This is an optimization exercise on Yosys and OpenROAD, whose aim is small area, not a production implementation.
Only the layout flow was run in this run; the RTL was not checked for function there.

`flow/run.sh`:
```
#!/bin/bash
# synth_recipe.tcl (not shown) runs the flow's synth.tcl, then flattens the netlist and writes it again
# the make line also repeats each setting of config.mk as NAME=value (left out here)
make -C /OpenROAD-flow-scripts/flow DESIGN_CONFIG=/design/flow/config.mk WORK_HOME=/design/flow/orfs CLKGATE_MAP_FILE= SYNTH_SCRIPT=/design/flow/synth_recipe.tcl finish
```
`flow/config.mk`:
```
export PLATFORM = sky130hd
export DESIGN_NAME = cordic_sin_cos
export DESIGN_NICKNAME = cordic_sin_cos
export VERILOG_FILES = /design/flow/design.v
export SDC_FILE = /design/flow/constraint.sdc
export NUM_CORES = 4
export LEC_CHECK = 0
export CAP_MARGIN = 20
export CORE_MARGIN = 2
export CORE_UTILIZATION = 40
export SLEW_MARGIN = 20
```
`flow/constraint.sdc`:
```
create_clock -name core_clock -period 6.0 [get_ports {clk}]
set_input_delay 1.2000 -clock core_clock [delete_from_list [all_inputs] [get_ports {clk}]]
set_output_delay 1.2000 -clock core_clock [all_outputs]
set_load 0.01 [all_outputs]
```
`flow/design.v`:
```
module  cordic_sin_cos
#(    
    parameter PIPELINE  = 16                         
)
(
    input                               clk,
    input                               rst_n,
    input       signed  [31:0]          angle,       
    input                               pre_vaild,
    output  reg signed  [31:0]          sin, 
    output  reg signed  [31:0]          cos,
    output  reg                         post_vaild
); 
wire signed [31:0]  angle_array[15:0];
assign angle_array[0]  = 32'sd2949120;     
assign angle_array[1]  = 32'sd1740992;     
assign angle_array[2]  = 32'sd919872;      
assign angle_array[3]  = 32'sd466944;      
assign angle_array[4]  = 32'sd234368;      
assign angle_array[5]  = 32'sd117312;      
assign angle_array[6]  = 32'sd58688;       
assign angle_array[7]  = 32'sd29312;       
assign angle_array[8]  = 32'sd14656;       
assign angle_array[9]  = 32'sd7360;        
assign angle_array[10] = 32'sd3648;        
assign angle_array[11] = 32'sd1856;	      
assign angle_array[12] = 32'sd896;         
assign angle_array[13] = 32'sd448;         
assign angle_array[14] = 32'sd256;         
assign angle_array[15] = 32'sd128;         
localparam K        = 32'h09b74;	   
reg signed  [31:0]  angle_map;
reg         [1:0]   site;
wire signed [15:0]  angle_t;
assign  angle_t = angle >>> 16;
always@(posedge clk or negedge rst_n)begin 
    if(!rst_n)begin
        angle_map   <=  0;
        site        <=  2'd1;
    end
    else    if((angle_t >= (-16'sd90))&&(angle_t <= 16'sd90))begin
        angle_map   <=  angle;
        site        <=  2'd1;
    end
    else    if(angle_t > 16'sd90 && angle_t <= 16'sd180)begin
        angle_map   <=  32'sd11796480 - angle;                   
        site        <=  2'd2;
    end
    else    begin
        angle_map   <=  -32'sd11796480 - angle;
        site        <=  2'd3;
    end
end   
reg signed 	[31:0] 		x[PIPELINE:0];
reg signed 	[31:0] 		y[PIPELINE:0];
reg signed 	[31:0] 		z[PIPELINE:0];
always@(posedge clk or negedge rst_n)begin
   if(!rst_n)begin
       x[0]    <=  32'sd0;
       y[0]    <=  32'sd0;
       z[0]    <=  32'sd0;
   end
   else    begin
       x[0]    <=   K;
       y[0]    <=   32'sd0;
       z[0]    <=   angle_map;
   end
end
genvar i;
generate
    for(i = 1;i < PIPELINE+1;i = i + 1)begin:cal_xyz
        always@(posedge clk or negedge rst_n)begin
            if(!rst_n)begin
                x[i]    <=  32'sd0;
                y[i]    <=  32'sd0;
                z[i]    <=  32'sd0;
            end
            else    if(z[i-1][31])begin
                x[i]    <=  x[i-1] + (y[i-1] >>> (i-1));
                y[i]    <=  y[i-1] - (x[i-1] >>> (i-1));
                z[i]    <=  z[i-1] + angle_array[i-1];
            end
            else    begin
                x[i]    <=  x[i-1] - (y[i-1] >>> (i-1));
                y[i]    <=  y[i-1] + (x[i-1] >>> (i-1));
                z[i]    <=  z[i-1] - angle_array[i-1];
            end
        end 
    end
endgenerate
reg     [PIPELINE+1:0]      vaild_r;
reg     [2*PIPELINE+1:0]    site_r;
always@(posedge clk or negedge rst_n)begin
    if(!rst_n)
        vaild_r <=  {(PIPELINE+2){1'b0}};
    else
        vaild_r <=  {vaild_r[PIPELINE:0],pre_vaild};
end
always@(posedge clk )begin
    site_r  <=  {site_r[2*PIPELINE-1:0],site};   
end
always@(posedge clk or negedge rst_n)begin
    if(!rst_n)
        post_vaild  <=  0;
    else
        post_vaild  <=  vaild_r[PIPELINE+1];
end
always@(posedge clk or negedge rst_n)begin
    if(!rst_n)begin
        sin <=  0;
        cos <=  0;
    end
    else    if(~vaild_r[PIPELINE+1])begin
        sin <=  0;
        cos <=  0;
    end
    else    begin
        case(site_r[2*PIPELINE+1:2*PIPELINE])
            2'd1:begin
                sin <=  y[PIPELINE];
                cos <=  x[PIPELINE];
            end
            2'd2:begin
                sin <=  y[PIPELINE];
                cos <=  ~x[PIPELINE] + 1;
            end
            2'd3:begin
                sin <=  y[PIPELINE];
                cos <=  ~x[PIPELINE] + 1;
            end      
            default:begin
                sin <=  y[PIPELINE];
                cos <=  x[PIPELINE];
            end
        endcase  
    end
end
endmodule
```
==> run summary <==
-- cells in the final DEF, fill, tap and decap left out, drive strengths merged, types with 111 or more instances in the layout --
master / synthesis / routed
a21o: 489 / 489
and2: 126 / 126
nand2: 572 / 572
a211oi: 111 / 111
ha: 1267 / 1267
a31oi: 147 / 147
inv: 508 / 510
dfrtp: 1460 / 1460
nand2b: 164 / 164
o21a: 182 / 182
nor2b: 176 / 176
clkbuf: 167 / 229
nor3: 364 / 364
nor2: 1120 / 1120
xnor2: 1157 / 1157
xor2: 563 / 563
o21bai: 157 / 157
nand3: 204 / 204
o21ai: 555 / 555
and3: 111 / 111
a21oi: 1246 / 1246
-- cell families (layout without fill, tap and decap cells) --
| family | Yosys count | after routing | synth area share [%] |
|---|---|---|---|
| buffers and inverters | 713 | 1008 | 2.44 |
| other | 1 | 2 | 0.00341 |
| AND/OR/NAND/NOR | 3283 | 3283 | 14.4 |
| flip-flops | 1477 | 1477 | 33.6 |
| adder cells (fa/ha/maj) | 1309 | 1309 | 15.2 |
| multiplexers | 103 | 103 | 0.999 |
| AO/OA/AOI/OAI | 3412 | 3412 | 19.6 |
| XOR/XNOR | 1720 | 1720 | 13.7 |
-- final cells by class --
cell class | instances | area (um^2) | area share, %
clock inverter | 83 | 1020 | 0.839
sequential | 1477 | 36900 | 30.4
inverter | 513 | 1930 | 1.59
timing repair buffer | 183 | 1740 | 1.43
clock buffer | 229 | 4870 | 4.02
antenna | 1 | 2.50 | 0.00206
tap | 3589 | 4490 | 3.70
multi-input combinational | 9828 | 70300 | 58.0
-- worst register-to-register path: cells and delay by family, from the launching register on --
kind,cells,cell delay [ns]
xor+xnor,2,0.31
fa+ha+maj,1,0.25
simple gates,4,1.90
flops,1,0.46
compound gates,9,2.04
-- state kept, by name (all words and copies together), names as in the netlist --
name        count
cos            32
angle_map      26
sin            32
post_vaild      1
site            1
vaild_r        18
y             481
site_r         17
x             480
z             389
-- stage by stage --
step,area [um^2],instances,setup slack (ns)
final,121000,15903,0.930
after CTS,121000,15902,0.917
after global routing,121000,15903,0.472
after detailed placement,115000,15590,0.575
after global placement,115000,15590,0.508
after floorplan,110000,12018,1.38
-- worst paths after layout --
kind                                    to  slack [ns]  cells past startpoint
worst max-delay path              x[6][30]        0.93                     16
worst max register to register    x[6][30]        0.93                     16
max in group asynchronous         y[9][31]        4.17                      2
min in group core_clock         site_r[15]        0.32                      0
worst min-delay path                cos[7]        0.32                      1
worst min register to register  site_r[15]        0.32                      0
-- metal layers --
layer  vias to the layer above  wire length, um
li1                      43421                -
met1                     41192           124000
met2                      1318           133000
met3                       325             8900
met4                         2             5580
met5                         -               13
==> run summary <==
outcome=finished clean; vias in the first global route=83770; largest net degree at the start of global routing=162; count of state elements after synthesis=1477; warnings from Yosys=4; Main synth FF type=dfrtp_1; crit share post-route=84.5%; CP startpoint=y[5][8]; count leader, synth=dfrtp_1; gr busiest metal=met2; routability cong.=0.900; top cells by area, synth=dfrtp_1 (33%), ha_1 (14%), xnor2_1 (9.2%); Async SR Flop Fraction=98.8%; share of layout cells above drive strength 1=4.34%; critical path's slowest cell=or4_1; Fin Hold WS=0.320 ns; Synth area leader=dfrtp_1; Core Util, Final=44.3%; Core ar.=273000 um^2; Num CTS Buffers=176; Slew Limit Fails=0; CTS resizes=0; total routed wirelength=271000 um; top cell family by delay on the critical path=compound AO/OA/AOI/OAI gates; crit path kind=flop to flop; total negative setup slack=0 ns; # clock sinks=1477; RSZ-0062 raised after global routing=no; most frequent CP cell=o21ai_0; CP Launch Type=flop; share of the synthesized area in the top cell type=33.3%; CTS tree=built; routed vias=86258; wire length per cell=17.1 um; Post-synth EDFFs=0; min-delay worst type=primary input to async pin; start of the worst register-to-register path=y[5][8]; met2 GRT Util=33.9%; buffer and inverter count on the worst path=0; CTS max path bufs=4; max_cap viols=0; worst path cell trace=or4_1, nor3b_1, a21oi_1, xor2_1, ha_1, or4_1, nor3_1, o21ai_0, a221o_1, o2bb2ai_1, o41ai_2, o21ai_1, o41ai_2, o21ai_0, o21ai_0, xnor2_1; Post-Syn Area=110000 um^2; Layout Nets=13523; Crit path required time=6.71 ns; post-synthesis sequential area ratio=33.6%; Setup Skew=0.0633 ns; Post-route DRC=0; final count of hold timing violations=0; Worst Path Max Fanout=6; GR met1 Demand/Resource=25.2%; Initial DRT Pass Iterations=6; final setup fails=0; GRT Residual Overflow=0; HPWL after detailed placement=217000 um; crit end category=flop; arrival time worst endpoint=5.78 ns; Fill cells=26676; CTS root buffer=clkbuf_16; GRT Total Usage=19.2%; Cells after Synth=12018; clk slew on worst S/H paths=0.06 ns; Rel. slew slack=30.1%; Die Y=528 um; Synth top cells by count=dfrtp_1 (1460), ha_1 (1267), a21oi_1 (1245), xnor2_1 (1157), nor2_1 (1120); Initial Util=40.2%; routing usage on met3=1.88%; Area growth syn-to-layout=10.4%; Die ar.=279000 um^2; CTS hold repair buffers=0; vias per cell=5.42; I/O pins=100; first-pass GRT wire length=443000 um; Clk Latency, worst-skew pair=0.84 ns; PortBufs=99; min Tclk post-route=5.07 ns; antenna violation net count after detailed routing=0; fmax=197 MHz; initial antenna violation count=2; Largest stage delay, worst path=0.65 ns; Mapped Nets=13362; Syn Area/Cell=9.14 um^2; Synth cell types=93; drt initial violations=5357; CTS H-tree lvls=4; # Post-CTS Setup Buffers=0; # rows=192; Die X=528 um; Slew @ Worst Pin=1.04 ns

-- afterwards: timing with drivers on the ports --
No port has a modelled driver above. Below, the same layout with a new extraction and two added sets of constraints. Step 1, drivers: a clkbuf_16 drives clk and a buf_2 each remaining input, both assumed. Step 2 times the ports against the registers' clock, not the clock port: input delays grow and output delays shrink by t, the midpoint of the rising clock arrivals with the driver on. Three values: ideal, step 1, step 2; two values: the first two.
t, ns: 0.898
slack for setup (ns): 0.930 / 0.930 / 0.551
worst setup path at the end: input to register
latest minus earliest clock arrival (ns): 0.080 / 0.081
pins driven straight from the clock port: 1
After both steps this run still meets setup and hold. For this run, drivers alone change the setup slack by 0.000 ns; drivers and shift together by -0.379 ns.
